What follows belongs to an exercise in optimizing a design on an open flow for small area; a production flow would make more cautious choices. RTL that was checked went through simulation tests only; none was proved equivalent to the original. Power is estimated from default activity; no workload was simulated.

==> module ripple_inc, before the edit <==
module ripple_inc #(parameter W = 32) (
	input	wire	[W-1:0]	a,
	input	wire			en,
	output	wire	[W-1:0]	y);
	wire	[W:0]	c;
	assign c[0] = en;
	genvar i;
	generate for (i = 0; i < W; i = i + 1) begin : g
		assign y[i] = a[i] ^ c[i];
		assign c[i+1] = c[i] & a[i];
	end endgenerate
endmodule
==> module step_count, before the edit <==
module step_count(
	input	wire	[31:0]	q,
	input	wire	[31:0]	x,
	input	wire			load,
	input	wire			neg,
	input	wire			done,
	output	wire	[31:0]	q_next,
	output	wire			dir_next);
	wire	[31:0]	a = load ? x : q;
	wire	[32:0]	b;
	wire	[31:0]	t;
	assign b[0] = load ? neg : done;
	genvar i;
	generate for (i = 0; i < 32; i = i + 1) begin : g
		assign t[i] = a[i] ^ b[i];
		assign b[i+1] = b[i] & !a[i];
	end endgenerate
	assign q_next = t ^ {32{load & t[31]}};
	assign dir_next = t[31] ^ neg;
endmodule
Settings: LEC_CHECK=0, CAP_MARGIN=20, CORE_MARGIN=2, CORE_UTILIZATION=65, CTS_CLUSTER_DIAMETER=100, CTS_CLUSTER_SIZE=25, SLEW_MARGIN=20; clock period 10.0 ns.
standard.sh (not shown) runs the stock make flow with config.mk's settings and CLKGATE_MAP_FILE= SYNTH_SCRIPT=/design/flow/synth_recipe.tcl, a recipe that flattens the netlist after the stock synthesis.
==> flow/flow/run.sh <==
#!/bin/bash
# The standard layout (standard.sh: ORFS synthesis to final), except that the
# input and output ports get the smallest buffer, sky130_fd_sc_hd__buf_1,
# instead of the one buffer_ports picks by default. ORFS writes each step's
# log under orfs/logs; make's own output goes to standard.log.
set -euo pipefail
export BUFFER_PORTS_ARGS="-buffer_cell sky130_fd_sc_hd__buf_1"
bash standard.sh > standard.log 2>&1
==> next run, changes <==
--- a/flow/design.v
+++ b/flow/design.v
@@ -90,5 +90,8 @@
 	generate for (i = 0; i < W; i = i + 1) begin : g
 		assign y[i] = a[i] ^ c[i];
-		assign c[i+1] = c[i] & a[i];
+		if (W > 20 && i == W / 2 - 1)
+			assign c[i+1] = c[0] & (&a[i:0]);
+		else
+			assign c[i+1] = c[i] & a[i];
 	end endgenerate
 endmodule
@@ -133,8 +136,12 @@
 	generate for (i = 0; i < 32; i = i + 1) begin : g
 		assign t[i] = a[i] ^ b[i];
-		assign b[i+1] = b[i] & !a[i];
+		if (i == 15)
+			assign b[16] = b[0] & !(|a[15:0]);
+		else
+			assign b[i+1] = b[i] & !a[i];
 	end endgenerate
-	assign q_next = t ^ {32{load & t[31]}};
-	assign dir_next = t[31] ^ neg;
+	wire	t31 = x[31] ^ (neg & !(|x[30:0]));
+	assign q_next = t ^ {32{load & t31}};
+	assign dir_next = t31 ^ neg;
 endmodule
 module ripple_cneg #(parameter W = 32) (
Worst setup slack gains 1.9 ns. Cell count barely changes. Synthesized area is higher by 1.5%. Register-to-register slack improved by 2.3 ns. Design area falls by about 2%. Fmax came out higher by 24%. Global-route usage is higher by 0.11 points. Clock power climbs by about 3%. Total power came out lower by about 0.9%.
No functional check of the RTL was part of the first run of this note.

Another version of the RTL of printer_core (not shown whole).
For scale: about 1100 flip-flops, about 510 I/O pins, roughly 41000 µm² of cells after synthesis.
==> module stepper_corexy_new, before the edit <==
module stepper_corexy_new(
	input	wire			clk,
	input	wire			rst,
	input	wire	[31:0]	stepper_step_in_1,
	input	wire			negate_1,
	input	wire	[31:0]	stepper_speed_1,
	input	wire	[31:0]	stepper_step_in_2,
	input	wire			negate_2,
	input	wire	[31:0]	stepper_speed_2,
	input	wire			xmin,
	input	wire			xmax,
	input	wire			ymin,
	input	wire			ymax,
	input	wire			start_driving,
	output	wire			step_signal_1,
	output	wire			dir_1,
	output	wire			step_signal_2,
	output	wire			dir_2,
	output	wire			steppers_driving,
	output	wire	[31:0]	stepper_step_out_1,
	output	wire	[31:0]	stepper_step_out_2);
	reg		[31:0]	qn_1, qn_2;		 
	wire	[31:0]	q_1 = ~qn_1;
	wire	[31:0]	q_2 = ~qn_2;
	reg		[31:0]	cn_1, cn_2;		 
	wire	[31:0]	c_1 = ~cn_1;
	wire	[31:0]	c_2 = ~cn_2;
	reg		[31:0]	speed_1, speed_2;
	reg				signal_1, signal_2;
	reg				driving_1, driving_2;
	reg				direction_1, direction_2;
	wire	[31:0]	r_1 = q_1 ^ {32{direction_1}};
	wire	[31:0]	r_2 = q_2 ^ {32{direction_2}};
	reg				f;
	reg				x_minus, x_plus, y_minus, y_plus;	 
	assign steppers_driving = driving_1 | driving_2;
	assign step_signal_1 = signal_1;
	assign step_signal_2 = signal_2;
	assign dir_1 = direction_1;
	assign dir_2 = direction_2;
	assign stepper_step_out_1 = r_1;
	assign stepper_step_out_2 = r_2;
	wire	nz_in_1 = |stepper_step_in_1[30:0];
	wire	nz_in_2 = |stepper_step_in_2[30:0];
	wire	load = !driving_1 & !driving_2 & !f & start_driving & (nz_in_1 | nz_in_2);
	wire	[30:0]	a_1 = stepper_step_in_1[30:0];
	wire	[30:0]	a_2 = stepper_step_in_2[30:0];
	wire	b_1 = stepper_step_in_1[31] & nz_in_1;
	wire	b_2 = stepper_step_in_2[31] & nz_in_2;
	wire	d_1 = stepper_step_in_1[31] ^ (negate_1 & nz_in_1);
	wire	d_2 = stepper_step_in_2[31] ^ (negate_2 & nz_in_2);
	wire	same = (b_1 == b_2);
	wire	[30:0]	p = a_2 ^ {31{same}};
	wire	[30:0]	h = a_1 ^ p;
	wire	[31:0]	g;
	assign g[0] = same;
	genvar i;
	generate for (i = 0; i < 31; i = i + 1) begin : cmp
		assign g[i+1] = (a_1[i] & p[i]) | (h[i] & g[i]);
	end endgenerate
	wire	[30:0]	k = {a_1[29:0] | p[29:0], same};
	wire	eq = &(h ~^ k);
	wire	[31:0]	carry = g;
	wire	gt = b_1 ? !carry[31] : (carry[31] & !eq);
	wire	s_plus  = d_1 ? (!gt & !eq) : gt;
	wire	s_minus = d_1 ? gt : (!gt & !eq);
	wire	s_on_y = (d_1 == d_2);
	wire	ok = ((xmin & !x_minus) | (xmax & !x_plus) | (!xmin & !xmax)) &
				 ((ymin & !y_minus) | (ymax & !y_plus) | (!ymin & !ymax));
	wire	[31:0]	c_1_inc, c_2_inc;
	ripple_inc #(32) c_1_cnt(.a(c_1), .en(1'b1), .y(c_1_inc));
	ripple_inc #(32) c_2_cnt(.a(c_2), .en(1'b1), .y(c_2_inc));
	wire	due_1 = (c_1 == speed_1);
	wire	due_2 = (c_2 == speed_2);
	wire	run_1 = ok & (|r_1[30:0]);
	wire	run_2 = ok & (|r_2[30:0]);
	wire	done_1 = driving_1 & signal_1 & (!run_1 | due_1) | !ok & signal_1;
	wire	done_2 = driving_2 & signal_2 & (!run_2 | due_2) | !ok & signal_2;
	wire	[31:0]	q_1_next, q_2_next;
	wire			dir_1_next, dir_2_next;
	step_count r_1_cnt(.q(q_1), .x(stepper_step_in_1), .load(load), .neg(negate_1),
		.done(done_1), .q_next(q_1_next), .dir_next(dir_1_next));
	step_count r_2_cnt(.q(q_2), .x(stepper_step_in_2), .load(load), .neg(negate_2),
		.done(done_2), .q_next(q_2_next), .dir_next(dir_2_next));
	wire	active = driving_1 | driving_2;
	wire	clear_1 = active & !ok & !(|r_1[30:0]);
	wire	clear_2 = active & !ok & !(|r_2[30:0]);
	always @(posedge clk)
	begin
		cn_1 <= ~((load | due_1) ? 32'd1 : c_1_inc);
		cn_2 <= ~((load | due_2) ? 32'd1 : c_2_inc);
		if (load)
		begin
			speed_1 <= stepper_speed_1;
			speed_2 <= stepper_speed_2;
		end
		if (rst)
		begin
			qn_1 <= 32'hffffffff; qn_2 <= 32'hffffffff;
			signal_1 <= 1'b0; signal_2 <= 1'b0;
			driving_1 <= 1'b0; driving_2 <= 1'b0;
			direction_1 <= 1'b0; direction_2 <= 1'b0;
			f <= 1'b0;
			x_minus <= 1'b0; x_plus <= 1'b0; y_minus <= 1'b0; y_plus <= 1'b0;
		end
		else
		begin
			qn_1 <= ~{clear_1 ? direction_1 : q_1_next[31], q_1_next[30:0]};
			qn_2 <= ~{clear_2 ? direction_2 : q_2_next[31], q_2_next[30:0]};
			if (load)
			begin
				driving_1 <= nz_in_1;
				driving_2 <= nz_in_2;
				signal_1 <= nz_in_1;
				signal_2 <= nz_in_2;
				direction_1 <= dir_1_next;
				direction_2 <= dir_2_next;
				f <= 1'b1;
				x_plus  <= s_on_y ? !d_1 : s_plus;
				x_minus <= s_on_y ?  d_1 : s_minus;
				y_plus  <= s_on_y ? s_plus  : !d_1;
				y_minus <= s_on_y ? s_minus : d_1;
			end
			else if (active)
			begin
				if (driving_1)
				begin
					if (!run_1)
					begin
						signal_1 <= 1'b0;
						driving_1 <= 1'b0;
					end
					else if (due_1)
						signal_1 <= !signal_1;
				end
				if (driving_2)
				begin
					if (!run_2)
					begin
						signal_2 <= 1'b0;
						driving_2 <= 1'b0;
					end
					else if (due_2)
						signal_2 <= !signal_2;
				end
				if (!ok)
				begin
					signal_1 <= 1'b0; driving_1 <= 1'b0;
					signal_2 <= 1'b0; driving_2 <= 1'b0;
				end
			end
			if (!start_driving)
			begin
				f <= 1'b0;
				driving_1 <= 1'b0; driving_2 <= 1'b0;
				signal_1 <= 1'b0; signal_2 <= 1'b0;
			end
		end
	end
endmodule
clock: 10.0 ns
lec_check: 0
abc_area: 1
cap_margin: 20
core_margin: 2
core_utilization: 75
cts_buf_list: sky130_fd_sc_hd__clkbuf_8
cts_cluster_diameter: 80
cts_cluster_size: 16
slew_margin: 20
==> flow/flow/run.sh <==
#!/bin/bash
# The standard layout (standard.sh: ORFS synthesis to final) with changes to
# how it is made:
#  - synthesis maps the logic with an area-oriented ABC script
#    (flow/abc_area.script, used through ABC_AREA=1 in config.mk) in place of
#    ORFS's, and leaves adders to ABC instead of extracting full and half
#    adder cells first (ADDER_MAP_FILE empty); only the combinational
#    mapping changes, so the registers, their names and cell types are those
#    of the standard synthesis;
#  - the input and output ports get the smallest buffer,
#    sky130_fd_sc_hd__buf_1, instead of the one buffer_ports picks;
#  - clock tree synthesis (CTS_ARGS, the settings of config.mk written out)
#    inserts no dummy loads.
# ORFS writes each step's log under orfs/logs; make's own output goes to
# standard.log.
set -euo pipefail
rm -rf scripts_area
cp -r "$FLOW_HOME/scripts" scripts_area
cp flow/abc_area.script scripts_area/abc_area.script
export BUFFER_PORTS_ARGS="-buffer_cell sky130_fd_sc_hd__buf_1"
export CTS_ARGS="-sink_clustering_enable -repair_clock_nets -sink_clustering_size 16 -sink_clustering_max_diameter 80 -buf_list sky130_fd_sc_hd__clkbuf_8 -dont_use_dummy_load"
bash standard.sh SCRIPTS_DIR="$PWD/scripts_area" ADDER_MAP_FILE= finish > standard.log 2>&1
==> flow/flow/abc_area.script <==
strash
&get -n
&fraig -x
&put
scorr
dc2
strash
dch -f
amap -m -F 2 -A 8
==> next run, changes <==
--- a/flow/design.v
+++ b/flow/design.v
@@ -258,12 +258,8 @@
 	output	wire			steppers_driving,
 	output	wire	[31:0]	stepper_step_out_1,
 	output	wire	[31:0]	stepper_step_out_2);
-	reg		[31:0]	qn_1, qn_2;		 
-	wire	[31:0]	q_1 = ~qn_1;
-	wire	[31:0]	q_2 = ~qn_2;
-	reg		[31:0]	cn_1, cn_2;		 
-	wire	[31:0]	c_1 = ~cn_1;
-	wire	[31:0]	c_2 = ~cn_2;
+	reg		[31:0]	q_1, q_2;		 
+	reg		[31:0]	c_1, c_2;
 	reg		[31:0]	speed_1, speed_2;
 	reg				signal_1, signal_2;
 	reg				driving_1, driving_2;
@@ -326,8 +322,8 @@
 	wire	clear_2 = active & !ok & !(|r_2[30:0]);
 	always @(posedge clk)
 	begin
-		cn_1 <= ~((load | due_1) ? 32'd1 : c_1_inc);
-		cn_2 <= ~((load | due_2) ? 32'd1 : c_2_inc);
+		c_1 <= (load | due_1) ? 32'd1 : c_1_inc;
+		c_2 <= (load | due_2) ? 32'd1 : c_2_inc;
 		if (load)
 		begin
 			speed_1 <= stepper_speed_1;
@@ -335,7 +331,7 @@
 		end
 		if (rst)
 		begin
-			qn_1 <= 32'hffffffff; qn_2 <= 32'hffffffff;
+			q_1 <= 32'd0; q_2 <= 32'd0;
 			signal_1 <= 1'b0; signal_2 <= 1'b0;
 			driving_1 <= 1'b0; driving_2 <= 1'b0;
 			direction_1 <= 1'b0; direction_2 <= 1'b0;
@@ -344,8 +340,8 @@
 		end
 		else
 		begin
-			qn_1 <= ~{clear_1 ? direction_1 : q_1_next[31], q_1_next[30:0]};
-			qn_2 <= ~{clear_2 ? direction_2 : q_2_next[31], q_2_next[30:0]};
+			q_1 <= {clear_1 ? direction_1 : q_1_next[31], q_1_next[30:0]};
+			q_2 <= {clear_2 ? direction_2 : q_2_next[31], q_2_next[30:0]};
 			if (load)
 			begin
 				driving_1 <= nz_in_1;
The changed run finished with timing, DRC and antenna clean; sequential cell count does not change; clock skew rose by 0.041 ns; setup slack loses 0.17 ns; die area rose by 0.58%; power is about the same; first-iteration DRC count fell by 15%; design area rose by 0.52%; clock-buffer cell count fell by 1; global-route usage rose by 0.28 points.

## what the ideal ports hide
No port has a modelled driver above. Below, the same layouts with a new extraction and two added sets of constraints.
Step 1 sets driving cells, clkbuf_16 on the clock port and buf_2 on the other inputs (assumed; they add their load-dependent delay and slew).
Step 2 adds t to the input delays and takes it off the output delays; t is the mean of the earliest and latest rising clock arrival at the registers after step 1. Input paths then give back, and output paths get back, about the clock's delay inside the block.
Three values: ideal, step 1, step 2; two values: the first two.
| run | t, ns | setup WS [ns] | hold WS [ns] |
|---|---|---|---|
| the first run of note 1 | 0.695 | 0.291 / 0.337 / -0.357 | 0.325 / 0.325 / 0.325 |
| the second run of note 1 | 0.690 | 2.147 / 2.189 / 1.499 | 0.319 / 0.319 / 0.319 |
| the first run of note 2 | 0.751 | 0.991 / 1.013 / 0.262 | 0.298 / 0.298 / 0.298 |
| the second run of note 2 | 0.735 | 0.821 / 0.839 / 0.105 | 0.242 / 0.242 / 0.242 |
Met with ideal ports but missed after step 2: setup timing in the first run of note 1. For the first run of note 2, which loses most, drivers alone change the setup slack by +0.022 ns; drivers and shift together by -0.729 ns.
